Background: an optimization exercise with open tools, aiming at small area, a short achievable clock period and few clock cycles per item. Do not read the settings as production practice.
Where RTL was checked, it was by simulation tests only, not by an equivalence proof against the original.
Power is estimated from default activity; no workload was simulated.

==> inputs of 08-08 <==
==> flow/design.v <==
`timescale 1ns / 1ps
module mul_ctrl
(
    input               clk,
    input               rst_b,
    input               start,
    output reg          done,
    output reg [7:0]    g_addra,
    input      [63:0]   g_douta,
    output reg [7:0]    g_addrb,
    input      [63:0]   g_doutb,
    output reg [6:0]    h_addra,
    input      [13:0]   h_douta,
    output reg          f_wea,
    output reg [7:0]    f_addra,
    output     [63:0]   f_dina,
    input      [63:0]   f_douta
    );
localparam [3:0] IDLE  = 4'd0,
                 FILL1 = 4'd1,
                 FILL2 = 4'd2,
                 FILL3 = 4'd3,
                 RUN1  = 4'd4,   
                 RUN2  = 4'd5,   
                 RUN3  = 4'd6,   
                 RUN4  = 4'd7,   
                 FIN   = 4'd8;   
reg  [13:0] hq;
reg  [3:0]  state;
reg  [7:0]  w;           
wire [7:0]  ph  = hq[13:6];
wire [5:0]  pl  = hq[5:0];
wire        nzl = |pl;
wire        eqw = (ph == w);
wire        w158 = (w == 8'd158);
wire        p0  = (ph == 8'd0);
wire        split = (eqw & nzl) | (w158 & p0 & (pl <= 6'd12));
wire        sp_b  = (eqw & nzl & (pl <= 6'd51)) | (w158 & p0 & ~nzl);
wire [6:0]  h_inc = (h_addra == 7'd70) ? 7'd0 : h_addra + 7'd1;
wire [6:0]  h_rep = (h_addra < 7'd2) ? h_addra + 7'd69 : h_addra - 7'd2;
wire        last_term  = (h_addra == 7'd2);   
wire        first_term = (h_addra == 7'd3);   
reg  [3:0]  kind;        
reg  [8:0]  dq;          
reg  [5:0]  plq;
reg         ccq;         
reg         spbq;        
reg         firstq;
always @(posedge clk) begin
    if (!rst_b) begin
        state   <= IDLE;
        kind    <= IDLE;
    end
    else begin
        kind    <= state;
        case (state)
            IDLE: begin
                h_addra <= 7'd0;
                w       <= 8'd0;
                if (start)
                    state   <= FILL1;
            end
            FILL1: begin
                h_addra <= 7'd1;
                state   <= FILL2;
            end
            FILL2: begin
                h_addra <= 7'd2;
                state   <= FILL3;
            end
            FILL3: begin
                h_addra <= 7'd3;
                state   <= RUN1;
            end
            RUN1: begin
                if (last_term)
                    w <= w + 8'd1;
                if (split) begin
                    h_addra <= h_rep;
                    state   <= RUN2;
                end
                else begin
                    h_addra <= h_inc;
                    if (last_term && w158)
                        state <= FIN;
                end
            end
            RUN2: begin
                h_addra <= h_inc;
                state   <= RUN3;
            end
            RUN3: begin
                h_addra <= h_inc;
                state   <= RUN4;
            end
            RUN4: begin
                h_addra <= h_inc;
                if (last_term && w == 8'd159)
                    state <= FIN;
                else
                    state <= RUN1;
            end
            default: begin
                h_addra <= 7'd0;
                state   <= IDLE;
            end
        endcase
    end
end
always @(posedge clk) begin
    hq      <= h_douta;
    dq      <= {1'b0, w} - {1'b0, ph} - {8'd0, nzl};
    plq     <= pl;
    ccq     <= nzl & (pl <= 6'd51);
    spbq    <= sp_b;
    firstq  <= first_term;
end
wire        neg = dq[8];
wire [7:0]  a   = dq[7:0] + ({8{neg}} & {7'b1001111, ccq});
wire [7:0]  b   = a + 8'd1;
wire [5:0]  o   = ({6{neg}} & 6'd51) - plq;
reg         type_b;      
reg         nowr;        
reg  [5:0]  off1, off2, off3;
reg  [2:0]  off4;
reg         um1, um2, um3;
reg         first1, first2, first3, first4;
always @(posedge clk) begin
    g_addra <= a;
    if (kind == RUN1)
        type_b  <= spbq;
    g_addrb <= (kind == RUN1 && !spbq) ? b : 8'd0;
    um1     <= (kind != RUN1);
    case (kind)
        RUN1:    off1 <= o;
        RUN2:    off1 <= off1 + 6'd13;
        RUN3:    off1 <= type_b ? off1 + 6'd51 : 6'd0;
        default: off1 <= 6'd0;
    endcase
    if (!rst_b)
        first1  <= 1'b0;
    else
        first1  <= (kind == RUN1 && firstq) || kind == FIN;
end
always @(posedge clk) begin
    if (!rst_b) begin
        first2  <= 1'b0;
        first3  <= 1'b0;
        f_wea   <= 1'b0;
        done    <= 1'b0;
    end
    else begin
        first2  <= first1;
        first3  <= first2;
        f_wea   <= first3 & ~nowr;
        done    <= first3 & ~nowr & (state == IDLE);
        if (state == IDLE && start)
            nowr <= 1'b1;
        else if (first3)
            nowr <= 1'b0;
        if (first3 & ~nowr)
            f_addra <= f_addra - 8'd1;
        else if ((kind == RUN1 && firstq) || kind == FIN)
            f_addra <= w;
    end
end
wire [127:0] x = {g_douta & {64{~um3}}, g_doutb};
wire [94:0]  y5 = off3[5] ? x[95:1]  : x[127:33];
wire [78:0]  y4 = off3[4] ? y5[78:0] : y5[94:16];
wire [70:0]  y3 = off3[3] ? y4[70:0] : y4[78:8];
reg  [70:0]  ya;
wire [66:0]  y2 = off4[2] ? ya[66:0] : ya[70:4];
wire [64:0]  y1 = off4[1] ? y2[64:0] : y2[66:2];
wire [63:0]  y0 = off4[0] ? y1[63:0] : y1[64:1];
reg  [63:0]  acc;
reg          m158;
wire [63:0]  acc_nx = (first4 ? f_douta : acc) ^ y0;
always @(posedge clk) begin
    off2    <= off1;
    off3    <= off2;
    off4    <= off3[2:0];
    um2     <= um1;
    um3     <= um2;
    first4  <= first3;
    ya      <= y3;
    acc     <= acc_nx & {51'h7_ffff_ffff_ffff, {13{~m158}}};
    if (first3)
        m158 <= (f_addra == 8'd158);
end
assign f_dina = acc;
endmodule
`timescale 1ns / 1ps
module bike_mul
#(  parameter               G_ADDR_W = 8,
    parameter               G_DAT_W = 64,
    parameter               H_ADDR_W = 7,
    parameter               H_DAT_W = 14
    )
(
    input                   clk,
    input                   rst_b,
    input                   start,
    output                  done,
    output [G_ADDR_W-1:0]   g_addra,
    input  [G_DAT_W-1:0]    g_douta,
    output [G_ADDR_W-1:0]   g_addrb,
    input  [G_DAT_W-1:0]    g_doutb,
    output [H_ADDR_W-1:0]   h_addra,
    input  [H_DAT_W-1:0]    h_douta,
    output                  f_wea,
    output [G_ADDR_W-1:0]   f_addra,
    output [G_DAT_W-1:0]    f_dina,
    input  [G_DAT_W-1:0]    f_douta
    );
mul_ctrl mul0_ctrl (
    .clk        (clk),
    .rst_b      (rst_b),
    .start      (start),
    .done       (done),
    .g_addra    (g_addra),
    .g_douta    (g_douta),
    .g_addrb    (g_addrb),
    .g_doutb    (g_doutb),
    .h_addra    (h_addra),
    .h_douta    (h_douta),
    .f_wea      (f_wea),
    .f_addra    (f_addra),
    .f_dina     (f_dina),
    .f_douta    (f_douta)
    );
endmodule
==> flow/flow/run.sh <==
#!/bin/bash
# The standard layout, with the port buffers made of buf_1 cells instead of
# the clkdlybuf4s50_1 cells buffer_ports picks by default.
set -euo pipefail
bash standard.sh "BUFFER_PORTS_ARGS=-buffer_cell sky130_fd_sc_hd__buf_1" finish > standard_flow.log 2>&1
==> flow/standard.sh <==
#!/bin/bash
# synth_recipe.tcl (not shown) runs the flow's synth.tcl, then flattens the netlist and writes it again
# the make line also repeats each setting of config.mk as NAME=value (left out here)
make -C /OpenROAD-flow-scripts/flow DESIGN_CONFIG=/design/flow/config.mk WORK_HOME=/design/flow/orfs CLKGATE_MAP_FILE= SYNTH_SCRIPT=/design/flow/synth_recipe.tcl "${@:-finish}"
==> flow/config.mk <==
export PLATFORM = sky130hd
export DESIGN_NAME = bike_mul
export DESIGN_NICKNAME = bike_mul
export VERILOG_FILES = /design/flow/design.v
export SDC_FILE = /design/flow/constraint.sdc
export NUM_CORES = 4
export LEC_CHECK = 0
export CAP_MARGIN = 20
export CORE_MARGIN = 2
export CORE_UTILIZATION = 40
export PLACE_DENSITY = 0.6
export SETUP_SLACK_MARGIN = 5
export SLEW_MARGIN = 20
==> flow/constraint.sdc <==
create_clock -name core_clock -period 8.0 [get_ports {clk}]
set_input_delay 1.6000 -clock core_clock [delete_from_list [all_inputs] [get_ports {clk}]]
set_output_delay 1.6000 -clock core_clock [all_outputs]
set_load 0.01 [all_outputs]
==> 10-17: changes against 08-08 <==
--- a/flow/design.v
+++ b/flow/design.v
@@ -56,8 +56,9 @@
         case (state)
             IDLE: begin
-                h_addra <= 7'd0;
-                w       <= 8'd0;
-                if (start)
+                if (start) begin
                     state   <= FILL1;
+                    h_addra <= 7'd0;
+                    w       <= 8'd0;
+                end
             end
             FILL1: begin
@@ -101,6 +102,8 @@
                     state <= RUN1;
             end
+            FIN: begin
+                state   <= IDLE;
+            end
             default: begin
-                h_addra <= 7'd0;
                 state   <= IDLE;
             end
@@ -117,7 +120,7 @@
 end
 wire        neg = dq[8];
-wire [7:0]  a   = dq[7:0] + ({8{neg}} & {7'b1001111, ccq});
-wire [7:0]  b   = a + 8'd1;
-wire [5:0]  o   = ({6{neg}} & 6'd51) - plq;
+wire [7:0]  a   = neg ? dq[7:0] + 8'd158 + {7'd0, ccq} : dq[7:0];
+wire [7:0]  b   = neg ? dq[7:0] + 8'd159 + {7'd0, ccq} : dq[7:0] + 8'd1;
+wire [5:0]  o   = neg ? 6'd51 - plq : 6'd0 - plq;
 reg         type_b;      
 reg         nowr;        
@@ -130,16 +133,41 @@
     if (kind == RUN1)
         type_b  <= spbq;
-    g_addrb <= (kind == RUN1 && !spbq) ? b : 8'd0;
-    um1     <= (kind != RUN1);
-    case (kind)
-        RUN1:    off1 <= o;
-        RUN2:    off1 <= off1 + 6'd13;
-        RUN3:    off1 <= type_b ? off1 + 6'd51 : 6'd0;
-        default: off1 <= 6'd0;
-    endcase
-    if (!rst_b)
+    if (!rst_b) begin
         first1  <= 1'b0;
-    else
-        first1  <= (kind == RUN1 && firstq) || kind == FIN;
+    end
+    else begin
+        case (kind)
+            RUN1: begin
+                g_addrb <= spbq ? 8'd0 : b;
+                off1    <= o;
+                um1     <= 1'b0;
+                first1  <= firstq;
+            end
+            RUN2: begin
+                g_addrb <= 8'd0;
+                off1    <= off1 + 6'd13;
+                um1     <= 1'b1;
+                first1  <= 1'b0;
+            end
+            RUN3: begin
+                g_addrb <= 8'd0;
+                off1    <= type_b ? off1 + 6'd51 : 6'd0;
+                um1     <= 1'b1;
+                first1  <= 1'b0;
+            end
+            FIN: begin
+                g_addrb <= 8'd0;
+                off1    <= 6'd0;
+                um1     <= 1'b1;
+                first1  <= 1'b1;
+            end
+            default: begin
+                g_addrb <= 8'd0;
+                off1    <= 6'd0;
+                um1     <= 1'b1;
+                first1  <= 1'b0;
+            end
+        endcase
+    end
 end
 always @(posedge clk) begin
- CORE_UTILIZATION: 40 -> 60
- PLACE_DENSITY: 0.6 -> 0.75
==> 05-05: changes against 08-08 <==
--- a/flow/design.v
+++ b/flow/design.v
@@ -33,12 +33,17 @@
 wire        nzl = |pl;
 wire        eqw = (ph == w);
+wire [8:0]  dm1 = {1'b0, w} + {1'b1, ~ph};           
+wire [8:0]  d0  = {1'b0, w} + {1'b1, ~ph} + 9'd1;   
 wire        w158 = (w == 8'd158);
 wire        p0  = (ph == 8'd0);
 wire        split = (eqw & nzl) | (w158 & p0 & (pl <= 6'd12));
 wire        sp_b  = (eqw & nzl & (pl <= 6'd51)) | (w158 & p0 & ~nzl);
-wire [6:0]  h_inc = (h_addra == 7'd70) ? 7'd0 : h_addra + 7'd1;
-wire [6:0]  h_rep = (h_addra < 7'd2) ? h_addra + 7'd69 : h_addra - 7'd2;
-wire        last_term  = (h_addra == 7'd2);   
-wire        first_term = (h_addra == 7'd3);   
+reg  [6:0]  hn;
+reg  [6:0]  h_nx;
+wire [6:0]  hc    = ~hn;
+wire [6:0]  h_inc = (hc == 7'd70) ? 7'd0 : hc + 7'd1;
+wire [6:0]  h_rep = (hc < 7'd2) ? hc + 7'd69 : hc - 7'd2;
+wire        last_term  = (hc == 7'd2);   
+wire        first_term = (hc == 7'd3);   
 reg  [3:0]  kind;        
 reg  [8:0]  dq;          
@@ -55,60 +60,54 @@
         kind    <= state;
         case (state)
-            IDLE: begin
-                h_addra <= 7'd0;
-                w       <= 8'd0;
+            IDLE:
                 if (start)
-                    state   <= FILL1;
-            end
-            FILL1: begin
-                h_addra <= 7'd1;
-                state   <= FILL2;
-            end
-            FILL2: begin
-                h_addra <= 7'd2;
-                state   <= FILL3;
-            end
-            FILL3: begin
-                h_addra <= 7'd3;
-                state   <= RUN1;
-            end
-            RUN1: begin
-                if (last_term)
-                    w <= w + 8'd1;
-                if (split) begin
-                    h_addra <= h_rep;
-                    state   <= RUN2;
-                end
-                else begin
-                    h_addra <= h_inc;
-                    if (last_term && w158)
-                        state <= FIN;
-                end
-            end
-            RUN2: begin
-                h_addra <= h_inc;
-                state   <= RUN3;
-            end
-            RUN3: begin
-                h_addra <= h_inc;
-                state   <= RUN4;
-            end
-            RUN4: begin
-                h_addra <= h_inc;
+                    state <= FILL1;
+            FILL1:
+                state <= FILL2;
+            FILL2:
+                state <= FILL3;
+            FILL3:
+                state <= RUN1;
+            RUN1:
+                if (split)
+                    state <= RUN2;
+                else if (last_term && w158)
+                    state <= FIN;
+            RUN2:
+                state <= RUN3;
+            RUN3:
+                state <= RUN4;
+            RUN4:
                 if (last_term && w == 8'd159)
                     state <= FIN;
                 else
                     state <= RUN1;
-            end
-            default: begin
-                h_addra <= 7'd0;
-                state   <= IDLE;
-            end
+            default:
+                state <= IDLE;
         endcase
     end
 end
+always @(*) begin
+    case (state)
+        FILL1:   h_nx = 7'd1;
+        FILL2:   h_nx = 7'd2;
+        FILL3:   h_nx = 7'd3;
+        RUN1:    h_nx = split ? h_rep : h_inc;
+        RUN2, RUN3, RUN4:
+                 h_nx = h_inc;
+        default: h_nx = 7'd0;
+    endcase
+end
+always @(posedge clk) begin
+    h_addra <= h_nx;
+    hn      <= ~h_nx;
+    if (state == IDLE && start)
+        w <= 8'd0;
+    else if (state == RUN1 && last_term)
+        w <= w + 8'd1;
+end
 always @(posedge clk) begin
     hq      <= h_douta;
-    dq      <= {1'b0, w} - {1'b0, ph} - {8'd0, nzl};
+    dq      <= nzl ? dm1 : d0;
     plq     <= pl;
     ccq     <= nzl & (pl <= 6'd51);
@@ -121,5 +120,4 @@
 wire [5:0]  o   = ({6{neg}} & 6'd51) - plq;
 reg         type_b;      
-reg         nowr;        
 reg  [5:0]  off1, off2, off3;
 reg  [2:0]  off4;
@@ -143,4 +141,5 @@
         first1  <= (kind == RUN1 && firstq) || kind == FIN;
 end
+wire        wr = first3 & (w != 8'd0);
 always @(posedge clk) begin
     if (!rst_b) begin
@@ -153,15 +152,8 @@
         first2  <= first1;
         first3  <= first2;
-        f_wea   <= first3 & ~nowr;
-        done    <= first3 & ~nowr & (state == IDLE);
-        if (state == IDLE && start)
-            nowr <= 1'b1;
-        else if (first3)
-            nowr <= 1'b0;
-        if (first3 & ~nowr)
-            f_addra <= f_addra - 8'd1;
-        else if ((kind == RUN1 && firstq) || kind == FIN)
-            f_addra <= w;
-    end
+        f_wea   <= wr;
+        done    <= wr & (state == IDLE);
+    end
+    f_addra <= wr ? w - 8'd1 : w;
 end
 wire [127:0] x = {g_douta & {64{~um3}}, g_doutb};
@@ -186,5 +178,5 @@
     acc     <= acc_nx & {51'h7_ffff_ffff_ffff, {13{~m158}}};
     if (first3)
-        m158 <= (f_addra == 8'd158);
+        m158 <= w158;
 end
 assign f_dina = acc;
==> flow/flow/run.sh (replaced) <==
#!/bin/bash
# The standard layout, with the port buffers made of buf_1 cells instead of
# the clkdlybuf4s50_1 cells buffer_ports picks by default, a clock tree
# without dummy loads and with clusters of up to 24 sinks, and repair_timing aiming at a 2.8 ns cycle.
set -euo pipefail
bash standard.sh "BUFFER_PORTS_ARGS=-buffer_cell sky130_fd_sc_hd__buf_1" \
  "CTS_ARGS=-sink_clustering_enable -repair_clock_nets -dont_use_dummy_load -sink_clustering_size 24 -sink_clustering_max_diameter 80" \
  "SETUP_SLACK_MARGIN=5.2" \
  finish > standard_flow.log 2>&1
==> 02-19: changes against 08-08 <==
--- a/flow/design.v
+++ b/flow/design.v
@@ -33,4 +33,6 @@
 wire        nzl = |pl;
 wire        eqw = (ph == w);
+wire [8:0]  dm1 = {1'b0, w} + {1'b1, ~ph};           
+wire [8:0]  d0  = {1'b0, w} + {1'b1, ~ph} + 9'd1;   
 wire        w158 = (w == 8'd158);
 wire        p0  = (ph == 8'd0);
@@ -55,60 +57,50 @@
         kind    <= state;
         case (state)
-            IDLE: begin
-                h_addra <= 7'd0;
-                w       <= 8'd0;
+            IDLE:
                 if (start)
-                    state   <= FILL1;
-            end
-            FILL1: begin
-                h_addra <= 7'd1;
-                state   <= FILL2;
-            end
-            FILL2: begin
-                h_addra <= 7'd2;
-                state   <= FILL3;
-            end
-            FILL3: begin
-                h_addra <= 7'd3;
-                state   <= RUN1;
-            end
-            RUN1: begin
-                if (last_term)
-                    w <= w + 8'd1;
-                if (split) begin
-                    h_addra <= h_rep;
-                    state   <= RUN2;
-                end
-                else begin
-                    h_addra <= h_inc;
-                    if (last_term && w158)
-                        state <= FIN;
-                end
-            end
-            RUN2: begin
-                h_addra <= h_inc;
-                state   <= RUN3;
-            end
-            RUN3: begin
-                h_addra <= h_inc;
-                state   <= RUN4;
-            end
-            RUN4: begin
-                h_addra <= h_inc;
+                    state <= FILL1;
+            FILL1:
+                state <= FILL2;
+            FILL2:
+                state <= FILL3;
+            FILL3:
+                state <= RUN1;
+            RUN1:
+                if (split)
+                    state <= RUN2;
+                else if (last_term && w158)
+                    state <= FIN;
+            RUN2:
+                state <= RUN3;
+            RUN3:
+                state <= RUN4;
+            RUN4:
                 if (last_term && w == 8'd159)
                     state <= FIN;
                 else
                     state <= RUN1;
-            end
-            default: begin
-                h_addra <= 7'd0;
-                state   <= IDLE;
-            end
+            default:
+                state <= IDLE;
         endcase
     end
 end
 always @(posedge clk) begin
+    case (state)
+        FILL1:   h_addra <= 7'd1;
+        FILL2:   h_addra <= 7'd2;
+        FILL3:   h_addra <= 7'd3;
+        RUN1:    h_addra <= split ? h_rep : h_inc;
+        RUN2, RUN3, RUN4:
+                 h_addra <= h_inc;
+        default: h_addra <= 7'd0;
+    endcase
+    if (state == IDLE && start)
+        w <= 8'd0;
+    else if (state == RUN1 && last_term)
+        w <= w + 8'd1;
+end
+always @(posedge clk) begin
     hq      <= h_douta;
-    dq      <= {1'b0, w} - {1'b0, ph} - {8'd0, nzl};
+    dq      <= nzl ? dm1 : d0;
     plq     <= pl;
     ccq     <= nzl & (pl <= 6'd51);
@@ -121,5 +113,4 @@
 wire [5:0]  o   = ({6{neg}} & 6'd51) - plq;
 reg         type_b;      
-reg         nowr;        
 reg  [5:0]  off1, off2, off3;
 reg  [2:0]  off4;
@@ -143,4 +134,5 @@
         first1  <= (kind == RUN1 && firstq) || kind == FIN;
 end
+wire        wr = first3 & (w != 8'd0);
 always @(posedge clk) begin
     if (!rst_b) begin
@@ -153,15 +145,8 @@
         first2  <= first1;
         first3  <= first2;
-        f_wea   <= first3 & ~nowr;
-        done    <= first3 & ~nowr & (state == IDLE);
-        if (state == IDLE && start)
-            nowr <= 1'b1;
-        else if (first3)
-            nowr <= 1'b0;
-        if (first3 & ~nowr)
-            f_addra <= f_addra - 8'd1;
-        else if ((kind == RUN1 && firstq) || kind == FIN)
-            f_addra <= w;
-    end
+        f_wea   <= wr;
+        done    <= wr & (state == IDLE);
+    end
+    f_addra <= wr ? w - 8'd1 : w;
 end
 wire [127:0] x = {g_douta & {64{~um3}}, g_doutb};
@@ -186,5 +171,5 @@
     acc     <= acc_nx & {51'h7_ffff_ffff_ffff, {13{~m158}}};
     if (first3)
-        m158 <= (f_addra == 8'd158);
+        m158 <= w158;
 end
 assign f_dina = acc;
==> flow/flow/run.sh (replaced) <==
#!/bin/bash
# The standard layout, with the port buffers made of buf_1 cells instead of
# the clkdlybuf4s50_1 cells buffer_ports picks by default, a clock tree
# without dummy loads, and repair_timing aiming at a 2.7 ns cycle.
set -euo pipefail
bash standard.sh "BUFFER_PORTS_ARGS=-buffer_cell sky130_fd_sc_hd__buf_1" \
  "CTS_ARGS=-sink_clustering_enable -repair_clock_nets -dont_use_dummy_load" \
  "SETUP_SLACK_MARGIN=5.3" \
  finish > standard_flow.log 2>&1
==> flow_summary_export.csv <==
group,metric,value,unit
yosys,synth_most_common_cell,"mux2i_1",
finish,clock_tree_area_fraction,5.77,%
detailed_routing,met2_length,19500,microns
pwr,total_power,3.86,mW
floorplanning,initial_core_util,40.5,%
finish,drive_above_1_share,12.6,%
status,outcome,"no timing/DRC/antenna violations",
yosys,synth.top_cell.area_share,31.8,%
setup_path,cp-endpoint,"h_addra[3]",
pwr,comb_power_share,24.7,%
That was 08-08.
==> flow_summary_export.csv <==
group,metric,value,unit
pwr,total_power,3.51,mW
floorplanning,initial_core_util,40.7,%
detailed_routing,met2_length,18100,microns
yosys,synth.top_cell.area_share,35.6,%
status,outcome,"no timing/DRC/antenna violations",
That was 02-19.
==> flow_summary_export.csv <==
group,metric,value,unit
status,outcome,"no timing/DRC/antenna violations",
detailed_routing,top_layer,"met4",
floorplanning,initial_core_util,40.9,%
pwr,comb_power_share,25.5,%
setup_path,cp-endpoint,"mul0_ctrl.ya[19]$_DFF_P_",
clocking,hold_buffers,0,
finish,clock_tree_area_fraction,2.72,%
That was 05-05.
==> flow_summary_export.csv <==
group,metric,value,unit
status,outcome,"no timing/DRC/antenna violations",
setup_path,cp-endpoint,"mul0_ctrl.h_addra[6]$_DFFE_PP_",
yosys,synth.top_cell.area_share,29.3,%
finish,clock_tree_area_fraction,5.68,%
yosys,synth_most_common_cell,"mux2i_1",
detailed_routing,met2_length,18900,microns
floorplanning,initial_core_util,60.4,%
finish,drive_above_1_share,12.5,%
pwr,total_power,3.83,mW
That was 10-17.
Testbench counts of 10-17, summed over its fixed seeds: cycles 207,147, mults 18.
Testbench counts of 05-05, summed over its fixed seeds: cycles 207,147, mults 18.
Testbench counts of 02-19, summed over its fixed seeds: cycles 207,147, mults 18.
The RTL of 08-08 was laid out without a check of its function.

what the ideal ports hide:
No port has a modelled driver above. Below, the same layouts with a new extraction and two added sets of constraints. Step 1 (the two cells are an assumption about what drives the block):
set clk [get_ports {clk}]
set_driving_cell -lib_cell sky130_fd_sc_hd__clkbuf_16 $clk
set_driving_cell -lib_cell sky130_fd_sc_hd__buf_2 [delete_from_list [all_inputs] $clk]
Step 2 times the ports against the registers' clock, not the clock port: input delays grow and output delays shrink by t, the midpoint of the rising clock arrivals with the driver on. a / b / c = ideal / step 1 / step 2; a / b = the first two.
run | t (ns) | slack for setup (ns) | cell pins on the clock port's net
08-08 | 0.593 | 5.112 / 5.063 / 4.787 | 1
10-17 | 0.585 | 5.145 / 5.104 / 4.647 | 1
05-05 | 0.530 | 5.349 / 5.313 / 5.248 | 1
02-19 | 0.578 | 5.281 / 5.230 / 5.240 | 1
After both steps setup and hold are still met in every run listed. The setup slack of 10-17, which loses most, moves by -0.041 ns with the drivers and by -0.498 ns with both steps.
